Context: an optimization exercise on an open-source flow, tuned for small area. The choices shown serve that exercise and are no tape-out recipe. In this exercise RTL edits were held to simulation tests only and were not proved equivalent to the original. No activity file was given, so power comes from the tool's default toggle rates.

==> flow/design.v <==
`timescale 1ns / 1ps
module vga640x480(
	input wire clk,
	input wire dclk_en,		 
	input wire rst,			 
	input wire display_player,
	input wire indicate1,
	input wire indicate2,
	input wire [4:0] bossHPk,	 
	input wire [2:0] bossState,	 
	input wire [5:1] bossAlive,	 
	input wire [8:0] bossProjY,	 
	input wire [9:0] playerX,
	input wire [5:0] pq1, pq2, pq3,	 
	input wire [8:0] py1, py2, py3,	 
	input wire [1:0] gameState,
	output wire hsync,
	output wire vsync,
	output reg [2:0] red,
	output reg [2:0] green,
	output reg [1:0] blue
	);
parameter hpixels = 800;
parameter vlines = 521;
parameter hpulse = 96;
parameter vpulse = 2;
parameter vbp = 31;
parameter vfp = 511;
parameter bossHP_Y = 56;
parameter bossHP_H = 40;
parameter bossHP_X = 144 + 50;
parameter PX_PER_BLOCK = 15;
parameter EYE_PX_PER_BLOCK = 10;
parameter VICTORY_Y = 233;
parameter VICTORY_X = 179;
parameter GAMEOVER_X = 314;
parameter GAMEOVER_Y = 189;
parameter LEFT_EYE_X = 334;
parameter LEFT_EYE_Y = 151;
parameter RIGHT_EYE_X = 264+230;
parameter RIGHT_EYE_Y = 151;
parameter INDIC_W = 10;
parameter INDIC_H = 15;
parameter INDIC_Y = 231;
parameter INDIC1_1X = 254;
parameter INDIC1_2X = 664;
parameter INDIC2_1X = 144 + 30;
parameter INDIC2_2X = 464;
parameter INDIC2_3X = 783 - 30;
parameter bossX = 264;
parameter bossY = 121;
parameter bossW = 400;
parameter bossH = 110;
reg [9:0] hc;
reg [9:0] vc;
always @(posedge clk)
begin
	if (rst == 1)
	begin
		hc <= 0;
		vc <= 0;
	end
	else if (dclk_en)
	begin
		if (hc < hpixels - 1)
			hc <= hc + 1;
		else
		begin
			hc <= 0;
			if (vc < vlines - 1)
				vc <= vc + 1;
			else
				vc <= 0;
		end
	end
end
assign hsync = (hc < hpulse) ? 0:1;
assign vsync = (vc < vpulse) ? 0:1;
reg [9:0] bx1, bx2, bx3, bx4, bx5, bw;
reg [8:0] bh;
always @(*) begin
	bx1 = 0; bx2 = 0; bx3 = 0; bx4 = 0; bx5 = 0;
	bw = 20; bh = 25;
	case (bossState)
		3'd2, 3'd4: begin bx1 = 254; bx2 = 354; bx3 = 454; bx4 = 554; bx5 = 654; end
		3'd3, 3'd5: begin bx1 = 304; bx2 = 404; bx3 = 504; bx4 = 604; end
		3'd6: begin bx1 = 214; bx2 = 614; bw = 100; bh = 280; end
		3'd7: begin bx1 = 144; bx2 = 414; bx3 = 683; bw = 100; bh = 280; end
		3'd1: begin
			bx1 = bossProjY + 10'd13;
			bx2 = 10'd915 - bossProjY;
			bx3 = bossProjY + 10'd223;
			bx4 = 10'd685 - bossProjY;
			bh = 20;
		end
		default: ;
	endcase
end
wire [9:0] bossHP = {bossHPk, 4'b0} + {bossHPk, 2'b0};
wire [9:0] ppx1 = 10'd141 + {pq1, 4'b0} - pq1;
wire [9:0] ppx2 = 10'd141 + {pq2, 4'b0} - pq2;
wire [9:0] ppx3 = 10'd141 + {pq3, 4'b0} - pq3;
wire bvy = vc >= bossProjY && vc <= bossProjY + bh;
wire bd1 = bossAlive[1] && bvy && hc >= bx1 && hc <= bx1 + bw;
wire bd2 = bossAlive[2] && bvy && hc >= bx2 && hc <= bx2 + bw;
wire bd3 = bossAlive[3] && bvy && hc >= bx3 && hc <= bx3 + bw;
wire bd4 = bossAlive[4] && bvy && hc >= bx4 && hc <= bx4 + bw;
wire bd5 = bossAlive[5] && bvy && hc >= bx5 && hc <= bx5 + bw;
wire pd1 = pq1 != 0 && py1 >= 31 && vc >= py1 && vc <= py1 + 10 && hc >= ppx1 && hc <= ppx1 + 10;
wire pd2 = pq2 != 0 && py2 >= 31 && vc >= py2 && vc <= py2 + 10 && hc >= ppx2 && hc <= ppx2 + 10;
wire pd3 = pq3 != 0 && py3 >= 31 && vc >= py3 && vc <= py3 + 10 && hc >= ppx3 && hc <= ppx3 + 10;
always @(*)
begin
	red = 3'b000;
	green = 3'b000;
	blue = 2'b00;
	if (vc >= vbp && vc < vfp)
	begin
		if (gameState == 2'b00) begin
			if (vc >= LEFT_EYE_Y + (2*EYE_PX_PER_BLOCK) && vc <= LEFT_EYE_Y + (4*EYE_PX_PER_BLOCK) &&
				hc >= LEFT_EYE_X + (5*EYE_PX_PER_BLOCK) && hc <= LEFT_EYE_X + (7*EYE_PX_PER_BLOCK))
			begin
				red = 3'b000;
				green = 3'b000;
				blue = 2'b00;
			end
			else if (vc >= LEFT_EYE_Y + EYE_PX_PER_BLOCK && vc <= LEFT_EYE_Y + (2*EYE_PX_PER_BLOCK) &&
				hc >= LEFT_EYE_X + (5*EYE_PX_PER_BLOCK) && hc <= LEFT_EYE_X + (6*EYE_PX_PER_BLOCK))
			begin
				red = 3'b000;
				green = 3'b000;
				blue = 2'b00;
			end
			else if (vc >= LEFT_EYE_Y && vc <= LEFT_EYE_Y + EYE_PX_PER_BLOCK &&
				hc >= LEFT_EYE_X && hc <= LEFT_EYE_X + (3*EYE_PX_PER_BLOCK))
			begin
				red = 3'b111;
				green = 3'b111;
				blue = 2'b11;
			end
			else if (vc >= LEFT_EYE_Y + EYE_PX_PER_BLOCK && vc <= LEFT_EYE_Y + (2*EYE_PX_PER_BLOCK) &&
				hc >= LEFT_EYE_X + EYE_PX_PER_BLOCK && hc <= LEFT_EYE_X + (6*EYE_PX_PER_BLOCK))
			begin
				red = 3'b111;
				green = 3'b111;
				blue = 2'b11;
			end
			else if (vc >= LEFT_EYE_Y + (2*EYE_PX_PER_BLOCK) && vc <= LEFT_EYE_Y + (3*EYE_PX_PER_BLOCK) &&
				hc >= LEFT_EYE_X + EYE_PX_PER_BLOCK && hc <= LEFT_EYE_X + (9*EYE_PX_PER_BLOCK))
			begin
				red = 3'b111;
				green = 3'b111;
				blue = 2'b11;
			end
			else if (vc >= LEFT_EYE_Y + (3*EYE_PX_PER_BLOCK) && vc <= LEFT_EYE_Y + (4*EYE_PX_PER_BLOCK) &&
				hc >= LEFT_EYE_X + (2*EYE_PX_PER_BLOCK) && hc <= LEFT_EYE_X + (9*EYE_PX_PER_BLOCK))
			begin
				red = 3'b111;
				green = 3'b111;
				blue = 2'b11;
			end
			else if (vc >= LEFT_EYE_Y + (4*EYE_PX_PER_BLOCK) && vc <= LEFT_EYE_Y + (5*EYE_PX_PER_BLOCK) &&
				hc >= LEFT_EYE_X + (3*EYE_PX_PER_BLOCK) && hc <= LEFT_EYE_X + (9*EYE_PX_PER_BLOCK))
			begin
				red = 3'b111;
				green = 3'b111;
				blue = 2'b11;
			end
			else if (vc >= LEFT_EYE_Y + (5*EYE_PX_PER_BLOCK) && vc <= LEFT_EYE_Y + (6*EYE_PX_PER_BLOCK) &&
				hc >= LEFT_EYE_X + (4*EYE_PX_PER_BLOCK) && hc <= LEFT_EYE_X + (8*EYE_PX_PER_BLOCK))
			begin
				red = 3'b111;
				green = 3'b111;
				blue = 2'b11;
			end
			else if (vc >= LEFT_EYE_Y - (2*EYE_PX_PER_BLOCK) && vc <= LEFT_EYE_Y - EYE_PX_PER_BLOCK &&
				hc >= LEFT_EYE_X + (3*EYE_PX_PER_BLOCK) && hc <= LEFT_EYE_X + (6*EYE_PX_PER_BLOCK))
			begin
				red = 3'b000;
				green = 3'b000;
				blue = 2'b00;
			end
			else if (vc >= LEFT_EYE_Y - EYE_PX_PER_BLOCK && vc <= LEFT_EYE_Y &&
				hc >= LEFT_EYE_X + (5*EYE_PX_PER_BLOCK) && hc <= LEFT_EYE_X + (8*EYE_PX_PER_BLOCK))
			begin
				red = 3'b000;
				green = 3'b000;
				blue = 2'b00;
			end
			else if (vc >= LEFT_EYE_Y && vc <= LEFT_EYE_Y + EYE_PX_PER_BLOCK &&
				hc >= LEFT_EYE_X + (7*EYE_PX_PER_BLOCK) && hc <= LEFT_EYE_X + (10*EYE_PX_PER_BLOCK))
			begin
				red = 3'b000;
				green = 3'b000;
				blue = 2'b00;
			end
			else if (vc >= RIGHT_EYE_Y + (2*EYE_PX_PER_BLOCK) && vc <= RIGHT_EYE_Y + (4*EYE_PX_PER_BLOCK) &&
				hc >= RIGHT_EYE_X + (2*EYE_PX_PER_BLOCK) && hc <= RIGHT_EYE_X + (4*EYE_PX_PER_BLOCK))
			begin
				red = 3'b000;
				green = 3'b000;
				blue = 2'b00;
			end
			else if (vc >= RIGHT_EYE_Y + EYE_PX_PER_BLOCK && vc <= RIGHT_EYE_Y + (2*EYE_PX_PER_BLOCK) &&
				hc >= RIGHT_EYE_X + (3*EYE_PX_PER_BLOCK) && hc <= RIGHT_EYE_X + (4*EYE_PX_PER_BLOCK))
			begin
				red = 3'b000;
				green = 3'b000;
				blue = 2'b00;
			end
			else if (vc >= RIGHT_EYE_Y && vc <= RIGHT_EYE_Y + EYE_PX_PER_BLOCK &&
				hc >= RIGHT_EYE_X + (6*EYE_PX_PER_BLOCK) && hc <= RIGHT_EYE_X + (9*EYE_PX_PER_BLOCK))
			begin
				red = 3'b111;
				green = 3'b111;
				blue = 2'b11;
			end
			else if (vc >= RIGHT_EYE_Y + EYE_PX_PER_BLOCK && vc <= RIGHT_EYE_Y + (2*EYE_PX_PER_BLOCK) &&
				hc >= RIGHT_EYE_X + (3*EYE_PX_PER_BLOCK) && hc <= RIGHT_EYE_X + (8*EYE_PX_PER_BLOCK))
			begin
				red = 3'b111;
				green = 3'b111;
				blue = 2'b11;
			end
			else if (vc >= RIGHT_EYE_Y + (2*EYE_PX_PER_BLOCK) && vc <= RIGHT_EYE_Y + (3*EYE_PX_PER_BLOCK) &&
				hc >= RIGHT_EYE_X && hc <= RIGHT_EYE_X + (8*EYE_PX_PER_BLOCK))
			begin
				red = 3'b111;
				green = 3'b111;
				blue = 2'b11;
			end
			else if (vc >= RIGHT_EYE_Y + (3*EYE_PX_PER_BLOCK) && vc <= RIGHT_EYE_Y + (4*EYE_PX_PER_BLOCK) &&
				hc >= RIGHT_EYE_X && hc <= RIGHT_EYE_X + (7*EYE_PX_PER_BLOCK))
			begin
				red = 3'b111;
				green = 3'b111;
				blue = 2'b11;
			end
			else if (vc >= RIGHT_EYE_Y + (4*EYE_PX_PER_BLOCK) && vc <= RIGHT_EYE_Y + (5*EYE_PX_PER_BLOCK) &&
				hc >= RIGHT_EYE_X && hc <= RIGHT_EYE_X + (6*EYE_PX_PER_BLOCK))
			begin
				red = 3'b111;
				green = 3'b111;
				blue = 2'b11;
			end
			else if (vc >= RIGHT_EYE_Y + (5*EYE_PX_PER_BLOCK) && vc <= RIGHT_EYE_Y + (6*EYE_PX_PER_BLOCK) &&
				hc >= RIGHT_EYE_X + EYE_PX_PER_BLOCK && hc <= RIGHT_EYE_X + (5*EYE_PX_PER_BLOCK))
			begin
				red = 3'b111;
				green = 3'b111;
				blue = 2'b11;
			end
			else if (vc >= RIGHT_EYE_Y - (2*EYE_PX_PER_BLOCK) && vc <= RIGHT_EYE_Y - EYE_PX_PER_BLOCK &&
				hc >= RIGHT_EYE_X + (3*EYE_PX_PER_BLOCK) && hc <= RIGHT_EYE_X + (6*EYE_PX_PER_BLOCK))
			begin
				red = 3'b000;
				green = 3'b000;
				blue = 2'b00;
			end
			else if (vc >= RIGHT_EYE_Y - EYE_PX_PER_BLOCK && vc <= RIGHT_EYE_Y &&
				hc >= RIGHT_EYE_X + EYE_PX_PER_BLOCK && hc <= RIGHT_EYE_X + (4*EYE_PX_PER_BLOCK))
			begin
				red = 3'b000;
				green = 3'b000;
				blue = 2'b00;
			end
			else if (vc >= RIGHT_EYE_Y && vc <= RIGHT_EYE_Y + EYE_PX_PER_BLOCK &&
				hc >= RIGHT_EYE_X - EYE_PX_PER_BLOCK && hc <= RIGHT_EYE_X + (2*EYE_PX_PER_BLOCK))
			begin
				red = 3'b000;
				green = 3'b000;
				blue = 2'b00;
			end
			else if (vc >= bossY && vc <= bossY + bossH &&
				hc >= bossX && hc <= bossX + bossW)
			begin
				red = 3'b111;
				green = 3'b000;
				blue = 2'b00;
			end
			else if (vc >= bossHP_Y && vc <= (bossHP_Y + bossHP_H) &&
				hc >= bossHP_X && hc <= (bossHP_X + bossHP))
			begin
				if (bossHPk > 18) begin
					red = 3'b000;
					green = 3'b111;
					blue = 2'b00;
				end
				else if (bossHPk > 9) begin
					red = 3'b111;
					green = 3'b111;
					blue = 2'b00;
				end
				else begin
					red = 3'b111;
					green = 3'b000;
					blue = 2'b00;
				end
			end
			else if (indicate1 && vc >= INDIC_Y && vc <= INDIC_Y + INDIC_H &&
					((hc >= INDIC1_1X && hc <= INDIC1_1X + INDIC_W) ||
					(hc >= INDIC1_2X && hc <= INDIC1_2X + INDIC_W)))
			begin
				red = 3'b111;
				green = 3'b111;
				blue = 2'b00;
			end
			else if (indicate2 && vc >= INDIC_Y && vc <= INDIC_Y + INDIC_H &&
					((hc >= INDIC2_1X && hc <= INDIC2_1X + INDIC_W) ||
					(hc >= INDIC2_2X && hc <= INDIC2_2X + INDIC_W) ||
					(hc >= INDIC2_3X && hc <= INDIC2_3X + INDIC_W)))
			begin
				red = 3'b111;
				green = 3'b111;
				blue = 2'b00;
			end
			else if (bd1 || bd2 || bd3 || bd4 || bd5)
			begin
				red = 3'b111;
				green = 3'b000;
				blue = 2'b11;
			end
			else if (display_player && vc >= 450 && vc <= 480 &&
				hc >= playerX && hc <= playerX + 30)
			begin
				red = 3'b000;
				green = 3'b000;
				blue = 2'b11;
			end
			else if (pd1 || pd2 || pd3)
			begin
				red = 3'b000;
				green = 3'b111;
				blue = 2'b11;
			end
			else
			begin
				red = 0;
				green = 0;
				blue = 0;
			end
		end
		else if (gameState == 2'b01) begin
			if (vc >= VICTORY_Y && vc <= VICTORY_Y + (3*PX_PER_BLOCK) &&
				hc >= VICTORY_X && hc <= VICTORY_X + PX_PER_BLOCK)
			begin
				red = 3'b000;
				green = 3'b111;
				blue = 2'b00;
			end
			else if (vc >= VICTORY_Y && vc <= VICTORY_Y + (3*PX_PER_BLOCK) &&
				hc >= VICTORY_X + (4*PX_PER_BLOCK) && hc <= VICTORY_X + (5*PX_PER_BLOCK))
			begin
				red = 3'b000;
				green = 3'b111;
				blue = 2'b00;
			end
			else if (vc >= VICTORY_Y + (3*PX_PER_BLOCK) && vc <= VICTORY_Y + (4*PX_PER_BLOCK) &&
				((hc >= VICTORY_X + PX_PER_BLOCK && hc <= VICTORY_X + (2*PX_PER_BLOCK)) ||
				(hc >= VICTORY_X + (3*PX_PER_BLOCK) && hc <= VICTORY_X + (4*PX_PER_BLOCK))))
			begin
				red = 3'b000;
				green = 3'b111;
				blue = 2'b00;
			end
			else if (vc >= VICTORY_Y + (4*PX_PER_BLOCK) && vc <= VICTORY_Y + (5*PX_PER_BLOCK) &&
				hc >= VICTORY_X + (2*PX_PER_BLOCK) && hc <= VICTORY_X + (3*PX_PER_BLOCK))
			begin
				red = 3'b000;
				green = 3'b111;
				blue = 2'b00;
			end
			else if (vc >= VICTORY_Y && vc <= VICTORY_Y + (5*PX_PER_BLOCK) &&
				hc >= VICTORY_X + (6*PX_PER_BLOCK) && hc <= VICTORY_X + (7*PX_PER_BLOCK))
			begin
				red = 3'b000;
				green = 3'b111;
				blue = 2'b00;
			end
			else if (vc >= VICTORY_Y && vc <= VICTORY_Y + PX_PER_BLOCK &&
				hc >= VICTORY_X + (8*PX_PER_BLOCK) && hc <= VICTORY_X + (12*PX_PER_BLOCK))
			begin
				red = 3'b000;
				green = 3'b111;
				blue = 2'b00;
			end
			else if (vc >= VICTORY_Y && vc <= VICTORY_Y + (5*PX_PER_BLOCK) &&
				hc >= VICTORY_X + (8*PX_PER_BLOCK) && hc <= VICTORY_X + (9*PX_PER_BLOCK))
			begin
				red = 3'b000;
				green = 3'b111;
				blue = 2'b00;
			end
			else if (vc >= VICTORY_Y + (4*PX_PER_BLOCK) && vc <= VICTORY_Y + (5*PX_PER_BLOCK) &&
				hc >= VICTORY_X + (8*PX_PER_BLOCK) && hc <= VICTORY_X + (12*PX_PER_BLOCK))
			begin
				red = 3'b000;
				green = 3'b111;
				blue = 2'b00;
			end
			else if (vc >= VICTORY_Y && vc <= VICTORY_Y + PX_PER_BLOCK &&
				hc >= VICTORY_X + (13*PX_PER_BLOCK) && hc <= VICTORY_X + (18*PX_PER_BLOCK))
			begin
				red = 3'b000;
				green = 3'b111;
				blue = 2'b00;
			end
			else if (vc >= VICTORY_Y && vc <= VICTORY_Y + (5*PX_PER_BLOCK) &&
				hc >= VICTORY_X + (15*PX_PER_BLOCK) && hc <= VICTORY_X + (16*PX_PER_BLOCK))
			begin
				red = 3'b000;
				green = 3'b111;
				blue = 2'b00;
			end
			else if (vc >= VICTORY_Y && vc <= VICTORY_Y + PX_PER_BLOCK &&
				hc >= VICTORY_X + (20*PX_PER_BLOCK) && hc <= VICTORY_X + (22*PX_PER_BLOCK))
			begin
				red = 3'b000;
				green = 3'b111;
				blue = 2'b00;
			end
			else if (vc >= VICTORY_Y + PX_PER_BLOCK && vc <= VICTORY_Y + (4*PX_PER_BLOCK) &&
				hc >= VICTORY_X + (19*PX_PER_BLOCK) && hc <= VICTORY_X + (20*PX_PER_BLOCK))
			begin
				red = 3'b000;
				green = 3'b111;
				blue = 2'b00;
			end
			else if (vc >= VICTORY_Y + PX_PER_BLOCK && vc <= VICTORY_Y + (4*PX_PER_BLOCK) &&
				hc >= VICTORY_X + (22*PX_PER_BLOCK) && hc <= VICTORY_X + (23*PX_PER_BLOCK))
			begin
				red = 3'b000;
				green = 3'b111;
				blue = 2'b00;
			end
			else if (vc >= VICTORY_Y + (4*PX_PER_BLOCK) && vc <= VICTORY_Y + (5*PX_PER_BLOCK) &&
				hc >= VICTORY_X + (20*PX_PER_BLOCK) && hc <= VICTORY_X + (22*PX_PER_BLOCK))
			begin
				red = 3'b000;
				green = 3'b111;
				blue = 2'b00;
			end
			else if (vc >= VICTORY_Y && vc <= VICTORY_Y + PX_PER_BLOCK &&
				hc >= VICTORY_X + (24*PX_PER_BLOCK) && hc <= VICTORY_X + (27*PX_PER_BLOCK))
			begin
				red = 3'b000;
				green = 3'b111;
				blue = 2'b00;
			end
			else if (vc >= VICTORY_Y && vc <= VICTORY_Y + (5*PX_PER_BLOCK) &&
				hc >= VICTORY_X + (24*PX_PER_BLOCK) && hc <= VICTORY_X + (25*PX_PER_BLOCK))
			begin
				red = 3'b000;
				green = 3'b111;
				blue = 2'b00;
			end
			else if (vc >= VICTORY_Y + (2*PX_PER_BLOCK) && vc <= VICTORY_Y + (3*PX_PER_BLOCK) &&
				hc >= VICTORY_X + (24*PX_PER_BLOCK) && hc <= VICTORY_X + (28*PX_PER_BLOCK))
			begin
				red = 3'b000;
				green = 3'b111;
				blue = 2'b00;
			end
			else if (vc >= VICTORY_Y + PX_PER_BLOCK && vc <= VICTORY_Y + (2*PX_PER_BLOCK) &&
				hc >= VICTORY_X + (27*PX_PER_BLOCK) && hc <= VICTORY_X + (28*PX_PER_BLOCK))
			begin
				red = 3'b000;
				green = 3'b111;
				blue = 2'b00;
			end
			else if (vc >= VICTORY_Y + (3*PX_PER_BLOCK) && vc <= VICTORY_Y + (4*PX_PER_BLOCK) &&
				hc >= VICTORY_X + (26*PX_PER_BLOCK) && hc <= VICTORY_X + (27*PX_PER_BLOCK))
			begin
				red = 3'b000;
				green = 3'b111;
				blue = 2'b00;
			end
			else if (vc >= VICTORY_Y + (4*PX_PER_BLOCK) && vc <= VICTORY_Y + (5*PX_PER_BLOCK) &&
				hc >= VICTORY_X + (27*PX_PER_BLOCK) && hc <= VICTORY_X + (28*PX_PER_BLOCK))
			begin
				red = 3'b000;
				green = 3'b111;
				blue = 2'b00;
			end
			else if (vc >= VICTORY_Y && vc <= VICTORY_Y + PX_PER_BLOCK &&
				((hc >= VICTORY_X + (29*PX_PER_BLOCK) && hc <= VICTORY_X + (30*PX_PER_BLOCK)) ||
				(hc >= VICTORY_X + (33*PX_PER_BLOCK) && hc <= VICTORY_X + (34*PX_PER_BLOCK))))
			begin
				red = 3'b000;
				green = 3'b111;
				blue = 2'b00;
			end
			else if (vc >= VICTORY_Y + PX_PER_BLOCK && vc <= VICTORY_Y + (2*PX_PER_BLOCK) &&
				((hc >= VICTORY_X + (30*PX_PER_BLOCK) && hc <= VICTORY_X + (31*PX_PER_BLOCK)) ||
				(hc >= VICTORY_X + (32*PX_PER_BLOCK) && hc <= VICTORY_X + (33*PX_PER_BLOCK))))
			begin
				red = 3'b000;
				green = 3'b111;
				blue = 2'b00;
			end
			else if (vc >= VICTORY_Y + (2*PX_PER_BLOCK) && vc <= VICTORY_Y + (5*PX_PER_BLOCK) &&
				hc >= VICTORY_X + (31*PX_PER_BLOCK) && hc <= VICTORY_X + (32*PX_PER_BLOCK))
			begin
				red = 3'b000;
				green = 3'b111;
				blue = 2'b00;
			end
			else if (vc >= VICTORY_Y && vc <= VICTORY_Y + (3*PX_PER_BLOCK) &&
				hc >= VICTORY_X + (35*PX_PER_BLOCK) && hc <= VICTORY_X + (36*PX_PER_BLOCK))
			begin
				red = 3'b000;
				green = 3'b111;
				blue = 2'b00;
			end
            else if (vc >= VICTORY_Y + (4*PX_PER_BLOCK) && vc <= VICTORY_Y + (5*PX_PER_BLOCK) &&
                hc >= VICTORY_X + (35*PX_PER_BLOCK) && hc <= VICTORY_X + (36*PX_PER_BLOCK))
            begin
                red = 3'b000;
                green = 3'b111;
                blue = 2'b00;
            end
			else
			begin
				red = 0;
				green = 0;
				blue = 0;
			end
		end
		else if (gameState == 2'b10)
		begin
			if (vc >= GAMEOVER_Y && vc <= GAMEOVER_Y + PX_PER_BLOCK &&
				hc >= GAMEOVER_X + PX_PER_BLOCK && hc <= GAMEOVER_X + (4*PX_PER_BLOCK))
			begin
				red = 3'b111;
				green = 3'b111;
				blue = 2'b11;
			end
			else if (vc >= GAMEOVER_Y + PX_PER_BLOCK && vc <= GAMEOVER_Y + (4*PX_PER_BLOCK) &&
				hc >= GAMEOVER_X && hc <= GAMEOVER_X + PX_PER_BLOCK)
			begin
				red = 3'b111;
				green = 3'b111;
				blue = 2'b11;
			end
			else if (vc >= GAMEOVER_Y + (4*PX_PER_BLOCK) && vc <= GAMEOVER_Y + (5*PX_PER_BLOCK) &&
				hc >= GAMEOVER_X + PX_PER_BLOCK && hc <= GAMEOVER_X + (4*PX_PER_BLOCK))
			begin
				red = 3'b111;
				green = 3'b111;
				blue = 2'b11;
			end
			else if (vc >= GAMEOVER_Y + (2*PX_PER_BLOCK) && vc <= GAMEOVER_Y + (5*PX_PER_BLOCK) &&
				hc >= GAMEOVER_X + (3*PX_PER_BLOCK) && hc <= GAMEOVER_X + (4*PX_PER_BLOCK))
			begin
				red = 3'b111;
				green = 3'b111;
				blue = 2'b11;
			end
			else if (vc >= GAMEOVER_Y + (2*PX_PER_BLOCK) && vc <= GAMEOVER_Y + (3*PX_PER_BLOCK) &&
				hc >= GAMEOVER_X + (2*PX_PER_BLOCK) && hc <= GAMEOVER_X + (3*PX_PER_BLOCK))
			begin
				red = 3'b111;
				green = 3'b111;
				blue = 2'b11;
			end
			else if (vc >= GAMEOVER_Y && vc <= GAMEOVER_Y + PX_PER_BLOCK &&
				hc >= GAMEOVER_X + (6*PX_PER_BLOCK) && hc <= GAMEOVER_X + (8*PX_PER_BLOCK))
			begin
				red = 3'b111;
				green = 3'b111;
				blue = 2'b11;
			end
			else if (vc >= GAMEOVER_Y + PX_PER_BLOCK && vc <= GAMEOVER_Y + (5*PX_PER_BLOCK) &&
				hc >= GAMEOVER_X + (5*PX_PER_BLOCK) && hc <= GAMEOVER_X + (6*PX_PER_BLOCK))
			begin
				red = 3'b111;
				green = 3'b111;
				blue = 2'b11;
			end
			else if (vc >= GAMEOVER_Y + PX_PER_BLOCK && vc <= GAMEOVER_Y + (5*PX_PER_BLOCK) &&
				hc >= GAMEOVER_X + (8*PX_PER_BLOCK) && hc <= GAMEOVER_X + (9*PX_PER_BLOCK))
			begin
				red = 3'b111;
				green = 3'b111;
				blue = 2'b11;
			end
			else if (vc >= GAMEOVER_Y + (2*PX_PER_BLOCK) && vc <= GAMEOVER_Y + (3*PX_PER_BLOCK) &&
				hc >= GAMEOVER_X + (6*PX_PER_BLOCK) && hc <= GAMEOVER_X + (8*PX_PER_BLOCK))
			begin
				red = 3'b111;
				green = 3'b111;
				blue = 2'b11;
			end
			else if (vc >= GAMEOVER_Y && vc <= GAMEOVER_Y + (5*PX_PER_BLOCK) &&
				hc >= GAMEOVER_X + (10*PX_PER_BLOCK) && hc <= GAMEOVER_X + (11*PX_PER_BLOCK))
			begin
				red = 3'b111;
				green = 3'b111;
				blue = 2'b11;
			end
			else if (vc >= GAMEOVER_Y + PX_PER_BLOCK && vc <= GAMEOVER_Y + (2*PX_PER_BLOCK) &&
				hc >= GAMEOVER_X + (11*PX_PER_BLOCK) && hc <= GAMEOVER_X + (12*PX_PER_BLOCK))
			begin
				red = 3'b111;
				green = 3'b111;
				blue = 2'b11;
			end
			else if (vc >= GAMEOVER_Y + (2*PX_PER_BLOCK) && vc <= GAMEOVER_Y + (3*PX_PER_BLOCK) &&
				hc >= GAMEOVER_X + (12*PX_PER_BLOCK) && hc <= GAMEOVER_X + (13*PX_PER_BLOCK))
			begin
				red = 3'b111;
				green = 3'b111;
				blue = 2'b11;
			end
			else if (vc >= GAMEOVER_Y + PX_PER_BLOCK && vc <= GAMEOVER_Y + (2*PX_PER_BLOCK) &&
				hc >= GAMEOVER_X + (13*PX_PER_BLOCK) && hc <= GAMEOVER_X + (14*PX_PER_BLOCK))
			begin
				red = 3'b111;
				green = 3'b111;
				blue = 2'b11;
			end
			else if (vc >= GAMEOVER_Y && vc <= GAMEOVER_Y + (5*PX_PER_BLOCK) &&
				hc >= GAMEOVER_X + (14*PX_PER_BLOCK) && hc <= GAMEOVER_X + (15*PX_PER_BLOCK))
			begin
				red = 3'b111;
				green = 3'b111;
				blue = 2'b11;
			end
			else if (vc >= GAMEOVER_Y && vc <= GAMEOVER_Y + PX_PER_BLOCK &&
				hc >= GAMEOVER_X + (17*PX_PER_BLOCK) && hc <= GAMEOVER_X + (20*PX_PER_BLOCK))
			begin
				red = 3'b111;
				green = 3'b111;
				blue = 2'b11;
			end
			else if (vc >= GAMEOVER_Y + (2*PX_PER_BLOCK) && vc <= GAMEOVER_Y + (3*PX_PER_BLOCK) &&
				hc >= GAMEOVER_X + (17*PX_PER_BLOCK) && hc <= GAMEOVER_X + (19*PX_PER_BLOCK))
			begin
				red = 3'b111;
				green = 3'b111;
				blue = 2'b11;
			end
			else if (vc >= GAMEOVER_Y + (4*PX_PER_BLOCK) && vc <= GAMEOVER_Y + (5*PX_PER_BLOCK) &&
				hc >= GAMEOVER_X + (17*PX_PER_BLOCK) && hc <= GAMEOVER_X + (20*PX_PER_BLOCK))
			begin
				red = 3'b111;
				green = 3'b111;
				blue = 2'b11;
			end
			else if (vc >= GAMEOVER_Y && vc <= GAMEOVER_Y + (5*PX_PER_BLOCK) &&
				hc >= GAMEOVER_X + (16*PX_PER_BLOCK) && hc <= GAMEOVER_X + (17*PX_PER_BLOCK))
			begin
				red = 3'b111;
				green = 3'b111;
				blue = 2'b11;
			end
			else if (vc >= GAMEOVER_Y + (6*PX_PER_BLOCK) && vc <= GAMEOVER_Y + (7*PX_PER_BLOCK) &&
				hc >= GAMEOVER_X + PX_PER_BLOCK && hc <= GAMEOVER_X + (3*PX_PER_BLOCK))
			begin
				red = 3'b111;
				green = 3'b111;
				blue = 2'b11;
			end
			else if (vc >= GAMEOVER_Y + (7*PX_PER_BLOCK) && vc <= GAMEOVER_Y + (10*PX_PER_BLOCK) &&
				hc >= GAMEOVER_X && hc <= GAMEOVER_X + PX_PER_BLOCK)
			begin
				red = 3'b111;
				green = 3'b111;
				blue = 2'b11;
			end
			else if (vc >= GAMEOVER_Y + (7*PX_PER_BLOCK) && vc <= GAMEOVER_Y + (10*PX_PER_BLOCK) &&
				hc >= GAMEOVER_X + (3*PX_PER_BLOCK) && hc <= GAMEOVER_X + (4*PX_PER_BLOCK))
			begin
				red = 3'b111;
				green = 3'b111;
				blue = 2'b11;
			end
			else if (vc >= GAMEOVER_Y + (10*PX_PER_BLOCK) && vc <= GAMEOVER_Y + (11*PX_PER_BLOCK) &&
				hc >= GAMEOVER_X + PX_PER_BLOCK && hc <= GAMEOVER_X + (3*PX_PER_BLOCK))
			begin
				red = 3'b111;
				green = 3'b111;
				blue = 2'b11;
			end
			else if (vc >= GAMEOVER_Y + (6*PX_PER_BLOCK) && vc <= GAMEOVER_Y + (9*PX_PER_BLOCK) &&
				hc >= GAMEOVER_X + (5*PX_PER_BLOCK) && hc <= GAMEOVER_X + (6*PX_PER_BLOCK))
			begin
				red = 3'b111;
				green = 3'b111;
				blue = 2'b11;
			end
			else if (vc >= GAMEOVER_Y + (6*PX_PER_BLOCK) && vc <= GAMEOVER_Y + (9*PX_PER_BLOCK) &&
				hc >= GAMEOVER_X + (9*PX_PER_BLOCK) && hc <= GAMEOVER_X + (10*PX_PER_BLOCK))
			begin
				red = 3'b111;
				green = 3'b111;
				blue = 2'b11;
			end
			else if (vc >= GAMEOVER_Y + (9*PX_PER_BLOCK) && vc <= GAMEOVER_Y + (10*PX_PER_BLOCK) &&
				hc >= GAMEOVER_X + (6*PX_PER_BLOCK) && hc <= GAMEOVER_X + (7*PX_PER_BLOCK))
			begin
				red = 3'b111;
				green = 3'b111;
				blue = 2'b11;
			end
			else if (vc >= GAMEOVER_Y + (10*PX_PER_BLOCK) && vc <= GAMEOVER_Y + (11*PX_PER_BLOCK) &&
				hc >= GAMEOVER_X + (7*PX_PER_BLOCK) && hc <= GAMEOVER_X + (8*PX_PER_BLOCK))
			begin
				red = 3'b111;
				green = 3'b111;
				blue = 2'b11;
			end
			else if (vc >= GAMEOVER_Y + (9*PX_PER_BLOCK) && vc <= GAMEOVER_Y + (10*PX_PER_BLOCK) &&
				hc >= GAMEOVER_X + (8*PX_PER_BLOCK) && hc <= GAMEOVER_X + (9*PX_PER_BLOCK))
			begin
				red = 3'b111;
				green = 3'b111;
				blue = 2'b11;
			end
			else if (vc >= GAMEOVER_Y + (6*PX_PER_BLOCK) && vc <= GAMEOVER_Y + (11*PX_PER_BLOCK) &&
				hc >= GAMEOVER_X + (11*PX_PER_BLOCK) && hc <= GAMEOVER_X + (12*PX_PER_BLOCK))
			begin
				red = 3'b111;
				green = 3'b111;
				blue = 2'b11;
			end
			else if (vc >= GAMEOVER_Y + (6*PX_PER_BLOCK) && vc <= GAMEOVER_Y + (7*PX_PER_BLOCK) &&
				hc >= GAMEOVER_X + (12*PX_PER_BLOCK) && hc <= GAMEOVER_X + (15*PX_PER_BLOCK))
			begin
				red = 3'b111;
				green = 3'b111;
				blue = 2'b11;
			end
			else if (vc >= GAMEOVER_Y + (8*PX_PER_BLOCK) && vc <= GAMEOVER_Y + (9*PX_PER_BLOCK) &&
				hc >= GAMEOVER_X + (12*PX_PER_BLOCK) && hc <= GAMEOVER_X + (14*PX_PER_BLOCK))
			begin
				red = 3'b111;
				green = 3'b111;
				blue = 2'b11;
			end
			else if (vc >= GAMEOVER_Y + (10*PX_PER_BLOCK) && vc <= GAMEOVER_Y + (11*PX_PER_BLOCK) &&
				hc >= GAMEOVER_X + (12*PX_PER_BLOCK) && hc <= GAMEOVER_X + (15*PX_PER_BLOCK))
			begin
				red = 3'b111;
				green = 3'b111;
				blue = 2'b11;
			end
			else if (vc >= GAMEOVER_Y + (6*PX_PER_BLOCK) && vc <= GAMEOVER_Y + (11*PX_PER_BLOCK) &&
				hc >= GAMEOVER_X + (16*PX_PER_BLOCK) && hc <= GAMEOVER_X + (17*PX_PER_BLOCK))
			begin
				red = 3'b111;
				green = 3'b111;
				blue = 2'b11;
			end
			else if (vc >= GAMEOVER_Y + (6*PX_PER_BLOCK) && vc <= GAMEOVER_Y + (7*PX_PER_BLOCK) &&
				hc >= GAMEOVER_X + (17*PX_PER_BLOCK) && hc <= GAMEOVER_X + (19*PX_PER_BLOCK))
			begin
				red = 3'b111;
				green = 3'b111;
				blue = 2'b11;
			end
			else if (vc >= GAMEOVER_Y + (8*PX_PER_BLOCK) && vc <= GAMEOVER_Y + (9*PX_PER_BLOCK) &&
				hc >= GAMEOVER_X + (17*PX_PER_BLOCK) && hc <= GAMEOVER_X + (20*PX_PER_BLOCK))
			begin
				red = 3'b111;
				green = 3'b111;
				blue = 2'b11;
			end
			else if (vc >= GAMEOVER_Y + (7*PX_PER_BLOCK) && vc <= GAMEOVER_Y + (8*PX_PER_BLOCK) &&
				hc >= GAMEOVER_X + (19*PX_PER_BLOCK) && hc <= GAMEOVER_X + (20*PX_PER_BLOCK))
			begin
				red = 3'b111;
				green = 3'b111;
				blue = 2'b11;
			end
			else if (vc >= GAMEOVER_Y + (9*PX_PER_BLOCK) && vc <= GAMEOVER_Y + (10*PX_PER_BLOCK) &&
				hc >= GAMEOVER_X + (18*PX_PER_BLOCK) && hc <= GAMEOVER_X + (19*PX_PER_BLOCK))
			begin
				red = 3'b111;
				green = 3'b111;
				blue = 2'b11;
			end
			else if (vc >= GAMEOVER_Y + (10*PX_PER_BLOCK) && vc <= GAMEOVER_Y + (11*PX_PER_BLOCK) &&
				hc >= GAMEOVER_X + (19*PX_PER_BLOCK) && hc <= GAMEOVER_X + (20*PX_PER_BLOCK))
			begin
				red = 3'b111;
				green = 3'b111;
				blue = 2'b11;
			end
			else
			begin
				red = 0;
				green = 0;
				blue = 0;
			end
		end
	end
	else
	begin
		red = 0;
		green = 0;
		blue = 0;
	end
end
endmodule
`timescale 1ns / 1ps
module bossBattleTop(clk, btnRst, btnLeft, btnRight, btnShoot,
	seg, an, vgaRed, vgaGreen, vgaBlue, Hsync, Vsync
    );
	input clk, btnRst, btnLeft, btnRight, btnShoot;
	output reg [7:0] seg;
	output [3:0] an;
	output [2:0] vgaRed, vgaGreen;
	output [1:0] vgaBlue;
	output Hsync, Vsync;
	reg [1:0] arst_ff;
	wire rst = arst_ff[0];
	always @ (posedge clk or posedge btnRst)
		if (btnRst)
			arst_ff <= 2'b11;
		else
			arst_ff <= {1'b0, arst_ff[1]};
	reg first;
	always @(posedge clk)
		first <= rst;
	reg [1:0] c4;
	reg [6:0] a;
	reg [1:0] b4;
	reg [4:0] b30;
	reg [4:0] d;
	reg [5:0] e;
	wire c4end = c4 == 2'd3;
	wire aend = c4end && a == 7'd124;
	wire b30end = aend && b30 == 5'd29;
	always @(posedge clk) begin
		if (rst) begin
			c4 <= 0; a <= 0; b4 <= 0; b30 <= 0; d <= 0; e <= 0;
		end
		else begin
			c4 <= c4 + 1'b1;
			if (c4end) begin
				a <= (a == 7'd124) ? 7'd0 : a + 1'b1;
				e <= e + 1'b1;
			end
			if (aend) begin
				b4 <= b4 + 1'b1;
				b30 <= (b30 == 5'd29) ? 5'd0 : b30 + 1'b1;
			end
			if (b30end)
				d <= (d == 5'd19) ? 5'd0 : d + 1'b1;
		end
	end
	wire c0 = c4 == 2'd0;
	wire t500 = c0 && a == 7'd0;				 
	wire pulse_playerProj = t500 && !first;			 
	wire pulse_bossProj = c0 && (					 
		(b4 == 2'd0 && (a == 7'd0 || a == 7'd100)) ||
		(b4 == 2'd1 && a == 7'd75) ||
		(b4 == 2'd2 && a == 7'd50) ||
		(b4 == 2'd3 && a == 7'd25));
	wire pulse_immune = t500 && b30 == 5'd0;		 
	wire phi0 = pulse_immune && d == 5'd0;
	wire pulse_cycleStep = phi0 && !first;			 
	wire phi150000 = pulse_immune && d == 5'd10;		 
	wire phi250002 = c4 == 2'd2 && a == 7'd0 && b30 == 5'd20 && d == 5'd16;
	wire en_vga = c4 == 2'd1;				 
	wire en_display = aend && b4 == 2'd1;			 
	wire deb_en = c0 && e == 6'd0 && !first;		 
	wire deb_out = c4 == 2'd2 && e == 6'd0;			 
	reg [2:0] stepL, stepR, stepS;
	always @(posedge clk)
		if (rst) begin
			stepL <= 0; stepR <= 0; stepS <= 0;
		end
		else if (deb_en) begin
			stepL <= {btnLeft, stepL[2:1]};
			stepR <= {btnRight, stepR[2:1]};
			stepS <= {btnShoot, stepS[2:1]};
		end
	wire mvLeft = deb_out && !stepL[0] && stepL[1];
	wire mvRight = deb_out && !stepR[0] && stepR[1];
	wire shoot = deb_out && !stepS[0] && stepS[1];
	reg [5:0] pj;
	reg [1:0] playerHP;
	reg immune;
	reg [17:0] itimer;
	reg playerHit;
	always @(posedge clk)
		if (rst) begin
			pj <= 6'd20;
			playerHP <= 2'd3;
			immune <= 0;
		end
		else begin
			if (immune) begin
				itimer <= itimer + 1'b1;
				if (itimer == 18'd150000)
					immune <= 0;
			end
			else if (playerHit && playerHP != 0) begin
				playerHP <= playerHP - 1'b1;
				itimer <= 1;
				immune <= 1;
			end
			if (mvLeft && pj != 0)
				pj <= pj - 1'b1;
			else if (mvRight && pj < 6'd40)
				pj <= pj + 1'b1;
		end
	wire [9:0] playerX = 10'd149 + {pj, 4'b0} - pj;
	reg display_player;
	always @(posedge clk)
		if (immune) begin
			if (pulse_immune)
				display_player <= ~display_player;
		end
		else
			display_player <= 1;
	reg [5:0] pq1, pq2, pq3;
	reg [8:0] py1, py2, py3;
	reg bossHit;
	reg [1:0] bossCollided;
	always @(posedge clk) begin
		if (rst) begin
			pq1 <= 0; pq2 <= 0; pq3 <= 0;
		end
		else if (shoot) begin
			if (pq1 == 0) begin
				pq1 <= pj + 1'b1; py1 <= 9'd420;
			end
			else if (pq2 == 0) begin
				pq2 <= pj + 1'b1; py2 <= 9'd420;
			end
			else if (pq3 == 0) begin
				pq3 <= pj + 1'b1; py3 <= 9'd420;
			end
		end
		if (pulse_playerProj) begin
			pq1 <= (pq1 == 0 || py1 <= 9'd30) ? 6'd0 : pq1;
			pq2 <= (pq2 == 0 || py2 <= 9'd30) ? 6'd0 : pq2;
			pq3 <= (pq3 == 0 || py3 <= 9'd30) ? 6'd0 : pq3;
			py1 <= py1 - 1'b1;
			py2 <= py2 - 1'b1;
			py3 <= py3 - 1'b1;
		end
		if (bossHit) begin
			case (bossCollided)
				2'd1: pq1 <= 0;
				2'd2: pq2 <= 0;
				2'd3: pq3 <= 0;
				default: ;
			endcase
		end
	end
	wire bh1 = py1 < 9'd231 && pq1 >= 6'd8 && pq1 <= 6'd34;
	wire bh2 = py2 < 9'd231 && pq2 >= 6'd8 && pq2 <= 6'd34;
	wire bh3 = py3 < 9'd231 && pq3 >= 6'd8 && pq3 <= 6'd34;
	always @(posedge clk) begin
		bossHit <= bh1 || bh2 || bh3;
		bossCollided <= bh1 ? 2'd1 : bh2 ? 2'd2 : 2'd3;
	end
	reg [4:0] bossHPk;
	reg [2:0] bst;
	reg bwait;
	reg bossShoot;
	always @(posedge clk)
		if (rst) begin
			bossHPk <= 5'd27;
			bst <= 0;
			bwait <= 0;
			bossShoot <= 0;
		end
		else begin
			if (bossHit)
				bossHPk <= (bossHPk > 5'd1) ? bossHPk - 1'b1 : 5'd0;
			bossShoot <= (pulse_cycleStep && (bst == 3'd1 || bst == 3'd2 || bst == 3'd3 || bst == 3'd4 || bst == 3'd7)) ||
				(bwait && phi150000);
			if (bwait && phi150000)
				bwait <= 0;
			else if (pulse_cycleStep && (bst == 3'd5 || bst == 3'd6))
				bwait <= 1;
			if (pulse_cycleStep)
				bst <= (bst == 3'd7) ? 3'd1 : bst + 1'b1;
		end
	wire indicate1 = bwait && bst == 3'd6;
	wire indicate2 = bwait && bst == 3'd7;
	wire beamState = bst == 3'd6 || bst == 3'd7;
	reg [5:1] bossAlive;
	reg [8:0] bossProjY;
	reg projHit;
	reg [2:0] projCollided;
	always @(posedge clk)
		if (rst || (beamState && phi250002))
			bossAlive <= 0;
		else if (bossShoot) begin
			bossProjY <= 9'd231;
			case (bst)
				3'd2, 3'd4: bossAlive <= 5'b11111;
				3'd6: bossAlive <= 5'b00011;
				3'd7: bossAlive <= 5'b00111;
				default: bossAlive <= 5'b01111;
			endcase
		end
		else if (pulse_bossProj && !beamState) begin
			bossProjY <= bossProjY + 1'b1;
			if (bossProjY == 9'd511)
				bossAlive <= 0;
		end
		else if (projHit && !beamState) begin
			case (projCollided)
				3'd1: bossAlive[1] <= 0;
				3'd2: bossAlive[2] <= 0;
				3'd3: bossAlive[3] <= 0;
				3'd4: bossAlive[4] <= 0;
				3'd5: bossAlive[5] <= 0;
				default: ;
			endcase
		end
	reg [9:0] bx1, bx2, bx3, bx4, bx5, bw;
	reg [8:0] bh;
	always @(*) begin
		bx1 = 0; bx2 = 0; bx3 = 0; bx4 = 0; bx5 = 0;
		bw = 20; bh = 25;
		case (bst)
			3'd2, 3'd4: begin bx1 = 254; bx2 = 354; bx3 = 454; bx4 = 554; bx5 = 654; end
			3'd3, 3'd5: begin bx1 = 304; bx2 = 404; bx3 = 504; bx4 = 604; end
			3'd6: begin bx1 = 214; bx2 = 614; bw = 100; bh = 280; end
			3'd7: begin bx1 = 144; bx2 = 414; bx3 = 683; bw = 100; bh = 280; end
			3'd1: begin
				bx1 = bossProjY + 10'd13;
				bx2 = 10'd915 - bossProjY;
				bx3 = bossProjY + 10'd223;
				bx4 = 10'd685 - bossProjY;
				bh = 20;
			end
			default: ;
		endcase
	end
	wire [8:0] ybot = bossProjY + bh;
	wire yhit = ybot > 9'd450;
	wire ph1 = bossAlive[1] && yhit && ((playerX >= bx1 && playerX < bx1 + bw) || (bx1 > playerX && bx1 < playerX + 10'd30));
	wire ph2 = bossAlive[2] && yhit && ((playerX >= bx2 && playerX < bx2 + bw) || (bx2 > playerX && bx2 < playerX + 10'd30));
	wire ph3 = bossAlive[3] && yhit && ((playerX >= bx3 && playerX < bx3 + bw) || (bx3 > playerX && bx3 < playerX + 10'd30));
	wire ph4 = bossAlive[4] && yhit && ((playerX >= bx4 && playerX < bx4 + bw) || (bx4 > playerX && bx4 < playerX + 10'd30));
	wire ph5 = bossAlive[5] && yhit && ((playerX >= bx5 && playerX < bx5 + bw) || (bx5 > playerX && bx5 < playerX + 10'd30));
	always @(posedge clk) begin
		playerHit <= ph1 || ph2 || ph3 || ph4 || ph5;
		projHit <= ph1 || ph2 || ph3 || ph4 || ph5;
		projCollided <= ph1 ? 3'd1 : ph2 ? 3'd2 : ph3 ? 3'd3 : ph4 ? 3'd4 : 3'd5;
	end
	reg [1:0] gameState;
	always @(posedge clk)
		if (rst)
			gameState <= 2'b00;
		else if (bossHPk == 0)
			gameState <= 2'b01;
		else if (playerHP == 0)
			gameState <= 2'b10;
		else
			gameState <= 2'b00;
	reg [1:0] digit;
	always @(posedge clk)
		if (rst)
			digit <= 0;
		else if (en_display)
			digit <= digit + 1'b1;
	assign an = ~(4'b1000 >> digit);
	always @(*)
		if (digit != 2'd3)
			seg = 8'b11111111;
		else
			case (playerHP)
				2'd0: seg = 8'b11000000;
				2'd1: seg = 8'b11111001;
				2'd2: seg = 8'b10100100;
				default: seg = 8'b10110000;
			endcase
	vga640x480 vgaController(
		.clk(clk), .dclk_en(en_vga), .rst(rst), .display_player(display_player),
		.indicate1(indicate1), .indicate2(indicate2), .bossHPk(bossHPk),
		.bossState(bst), .bossAlive(bossAlive), .bossProjY(bossProjY),
		.playerX(playerX), .pq1(pq1), .pq2(pq2), .pq3(pq3),
		.py1(py1), .py2(py2), .py3(py3), .gameState(gameState),
		.hsync(Hsync), .vsync(Vsync), .red(vgaRed), .green(vgaGreen), .blue(vgaBlue));
endmodule
==> flow/run.sh <==
#!/bin/bash
# synth_recipe.tcl (not shown) runs the flow's synth.tcl, then flattens the netlist and writes it again
# the make line also repeats each setting of config.mk as NAME=value (left out here)
make -C /OpenROAD-flow-scripts/flow DESIGN_CONFIG=/design/flow/config.mk WORK_HOME=/design/flow/orfs CLKGATE_MAP_FILE= SYNTH_SCRIPT=/design/flow/synth_recipe.tcl finish
==> flow/config.mk <==
export PLATFORM = sky130hd
export DESIGN_NAME = bossBattleTop
export DESIGN_NICKNAME = bossBattleTop
export VERILOG_FILES = /design/flow/design.v
export SDC_FILE = /design/flow/constraint.sdc
export NUM_CORES = 4
export LEC_CHECK = 0
export CAP_MARGIN = 20
export CORE_MARGIN = 2
export CORE_UTILIZATION = 40
export SLEW_MARGIN = 20
==> flow/constraint.sdc <==
create_clock -name core_clock -period 10.0 [get_ports {clk}]
set_input_delay 2.0000 -clock core_clock [delete_from_list [all_inputs] [get_ports {clk}]]
set_output_delay 2.0000 -clock core_clock [all_outputs]
set_load 0.01 [all_outputs]
==> run summary <==
==> through the flow <==
step | cell area [µm²] | hold slack [ns] | cells
finish | 26800 | 0.3624 | 4006
detailed placement | 26140 | 0.3475 | 3974
floorplan | 24960 | 0.3452 | 3183
global route | 26800 | 0.3656 | 4006
global placement | 26140 | 0.3510 | 3974
CTS | 26800 | 0.3634 | 4006
==> cell families (layout without fill, tap and decap cells) <==
| group | count (synthesis) | after routing | share of synthesized area |
|---|---|---|---|
| multiplexers | 25 | 25 | 0.01023 |
| AND/OR/NAND/NOR | 1042 | 1042 | 0.2121 |
| flip-flops | 167 | 167 | 0.1561 |
| other | 2 | 2 | 0.0003009 |
| XOR/XNOR | 186 | 186 | 0.06583 |
| adder cells (fa/ha/maj) | 543 | 543 | 0.2733 |
| AO/OA/AOI/OAI | 864 | 864 | 0.2271 |
| buffers and inverters | 354 | 340 | 0.05505 |
==> synth_stat cells, drive strengths merged, types with 9 or more instances <==
library cell,n
o211ai,29
nand3b,11
nor3b,16
nor4b,10
nor3,82
o2111ai,15
o311ai,11
o31a,10
nor4,24
nand4,60
nand4b,11
o31ai,15
nand3,105
xor2,44
o21a,49
and3,34
a21o,81
a2111oi,16
a31oi,38
a32oi,13
or2,18
nand2,226
and2,32
nor2b,58
clkbuf,94
a21boi,12
nor2,252
o21ai,192
o21bai,13
ha,534
nand2b,53
dfxtp,111
buf,26
o22ai,10
or3,18
a211oi,33
a21oi,214
a31o,9
edfxtp,54
a22oi,20
inv,231
mux2i,21
xnor2,141
a211o,17
==> area by class of cell <==
cell class	count	share of cell area
multi-input combinational	2662	0.7349
sequential	167	0.1458
tap	837	0.03908
inverter	234	0.03278
timing repair buffer	74	0.02307
clock buffer	17	0.01588
clock inverter	15	0.008498
==> state kept, by name, summed over array words and instances, names as in the netlist, 7 cells and up <==
signal and flops:
itimer 18, vgaController.hc 10, vgaController.vc 10, bossProjY 9
py1 9, py2 9, py3 9, a 7
==> worst register-to-register path, delay by kind of cell, from the launching register on <==
family | cells | cell delay (ns)
flops | 1 | 0.32
fa+ha+maj | 3 | 1.25
xor+xnor | 1 | 0.58
simple gates | 5 | 0.69
buf+inv | 3 | 1.01
compound gates | 8 | 1.97
==> where the power goes <==
part           switching [W]  internal (W)  total (W)  leakage [nW]
registers          0.0000429      0.000721   0.000764          1.37
clock network       0.000384      0.000351   0.000735         0.311
logic               0.000449      0.000287   0.000736          10.2
total               0.000876       0.00136    0.00223          11.8
==> routing by layer <==
| metal | track usage | part of all wire | vias up |
|---|---|---|---|
| met5 | 0 | 0.00026 | - |
| li1 | - | - | 11590 |
| met2 | 0.4113 | 0.44 | 1003 |
| met3 | 0.03841 | 0.069 | 207 |
| met4 | 0.09899 | 0.035 | 4 |
| met1 | 0.3548 | 0.46 | 11240 |
==> final timing paths <==
| path | endpoint | cells past startpoint |
|---|---|---|
| worst max-delay path | vgaGreen[1] | 26 |
| worst min register to register | arst_ff[0] | 0 |
| max in group asynchronous | arst_ff[0] | 2 |
| min in group asynchronous | arst_ff[1] | 2 |
| worst min-delay path | arst_ff[0] | 0 |
| worst max register to register | projHit | 20 |
==> run summary <==
status finished clean; Seq/Total Area, Yosys 0.1561; DR iter-0 viols roughly 2,400; vias in the first global route ~23,000; WP data required 8.00 ns; final setup margin around 1.2 ns; Main synth FF type dfxtp_1; hpwl dp roughly 64 mm; CTS tree built; most common cell after layout, fill and taps aside ha_1; CP Capture Type output port; CP Class reg -> out; wire per inst 20.99 µm; largest fanout on the critical path 26; Synth cell types 91; Worst slew margin 0.1848; Starting Density 0.4044; height of the die 253.8 µm; startpoint types register; CP Launch Point bst[1]; Worst-path clk slew around 0.090 ns; top cells by area, synth ha_1, dfxtp_1, edfxtp_1; synthesis-to-layout area growth 7.370%; initial antenna violation count 2; CP bufs+invs 5; post-synth top area share 0.2677; Worst path slowest cell inv_1; fraction of layout cells with a size suffix above 1 0.04323; HP Start arst_ff[1]; area of the multi-input gates about 20,000 µm²; endpoints failing setup 0; async set-or-reset flop fraction in the synthesized netlist 0.01198; Lkg Pwr approximately 12 nW; Die Footprint 64,400 µm²; Die Span X around 250 µm; DRC viols 0; DRT Wirelength about 84 mm; # IOs 27; fmax about 110 MHz; TritonRoute pass-1 iters 9; gpl congestion a little over 1; Synth Instances 3,183; synthesized cell area 24,960 µm²; DR vias/cell 6.002; number of synthesis warnings 2; peak supply drop 0.1501 mV; max-capacitance violation count 0; Place WS a little under 2 ns; Power Total 0.002234 W; Final Max Tran Viols 0; Critical Path AT approximately 7 ns; setup TNS 0 ns; # clock sinks between 150 and 200; fillers around 6,300; slowest stage delay, CP around 0.64 ns; FP Rows 91; worst r2r src pj[1]; number of diodes 0; Root Driver clkbuf_16; largest net degree at the start of global routing 50; post-synth top area cell ha_1; R2R Setup Slk between 4 and 5 ns; CTS H-tree lvls 4; commonest cells after routing, fill and taps aside ha_1, nor2_1, inv_1; hold buffers post-CTS 0; Setup Buffers After CTS 0; RSZ-0062 raised after global routing false; core footprint ~62,000 µm²; syn_area_per_cell between 7 and 8 µm²; global route overflow 0; clock buffer depth 2; period utilisation layout 0.8826; vias approximately 24,000; final hold viol count 0; minimum clock period roughly 9 ns; register area a little under 4000 µm²; port buffer count 25; global-route wire length before repair 131.0 mm; Net Count, Synth around 3,700; clk latency of the worst-skew pair about 0.50 ns; post_cts resized 0; power density cells ~83 nW/µm²; Clock Skew between 0.01 and 0.015 ns; family with the most delay on the worst path compound AO/OA/AOI/OAI gates; Layout Nets between 3,000 and 4,000; final core utilization 0.4342; GRT Util Overall 0.2597; remaining antenna violation count 0; Synth Register Bits between 150 and 200; Worst Tran Pin Value approximately 1.2 ns; Hold Path Class reg -> reg; CTS buffer count 17; number of flops mapped to enable cells by yosys 54

==> port drivers added, routing unchanged <==
Ports are ideal in the flow. The routed layout listed here was re-timed in OpenROAD. Step 1: set_driving_cell puts a clkbuf_16 on clk and a buf_2 on each other input, an assumption about the parent block. Step 2 also shifts input and output timing later by t, the mid clock arrival at the registers, as if the neighbouring blocks saw the same clock. Three values: ideal ports, drivers, drivers and shift; two values: the first two.
t, ns: 0.551
slack for setup (ns): 1.174 / 1.115 / 1.666
worst setup path at the end: register to output
worst data-port slew with drivers (ns): 0.05
pins driven straight from the clock port: 1
After both steps setup and hold are still met in this run. The setup slack of this run moves by -0.059 ns with the drivers and by +0.492 ns with both steps.
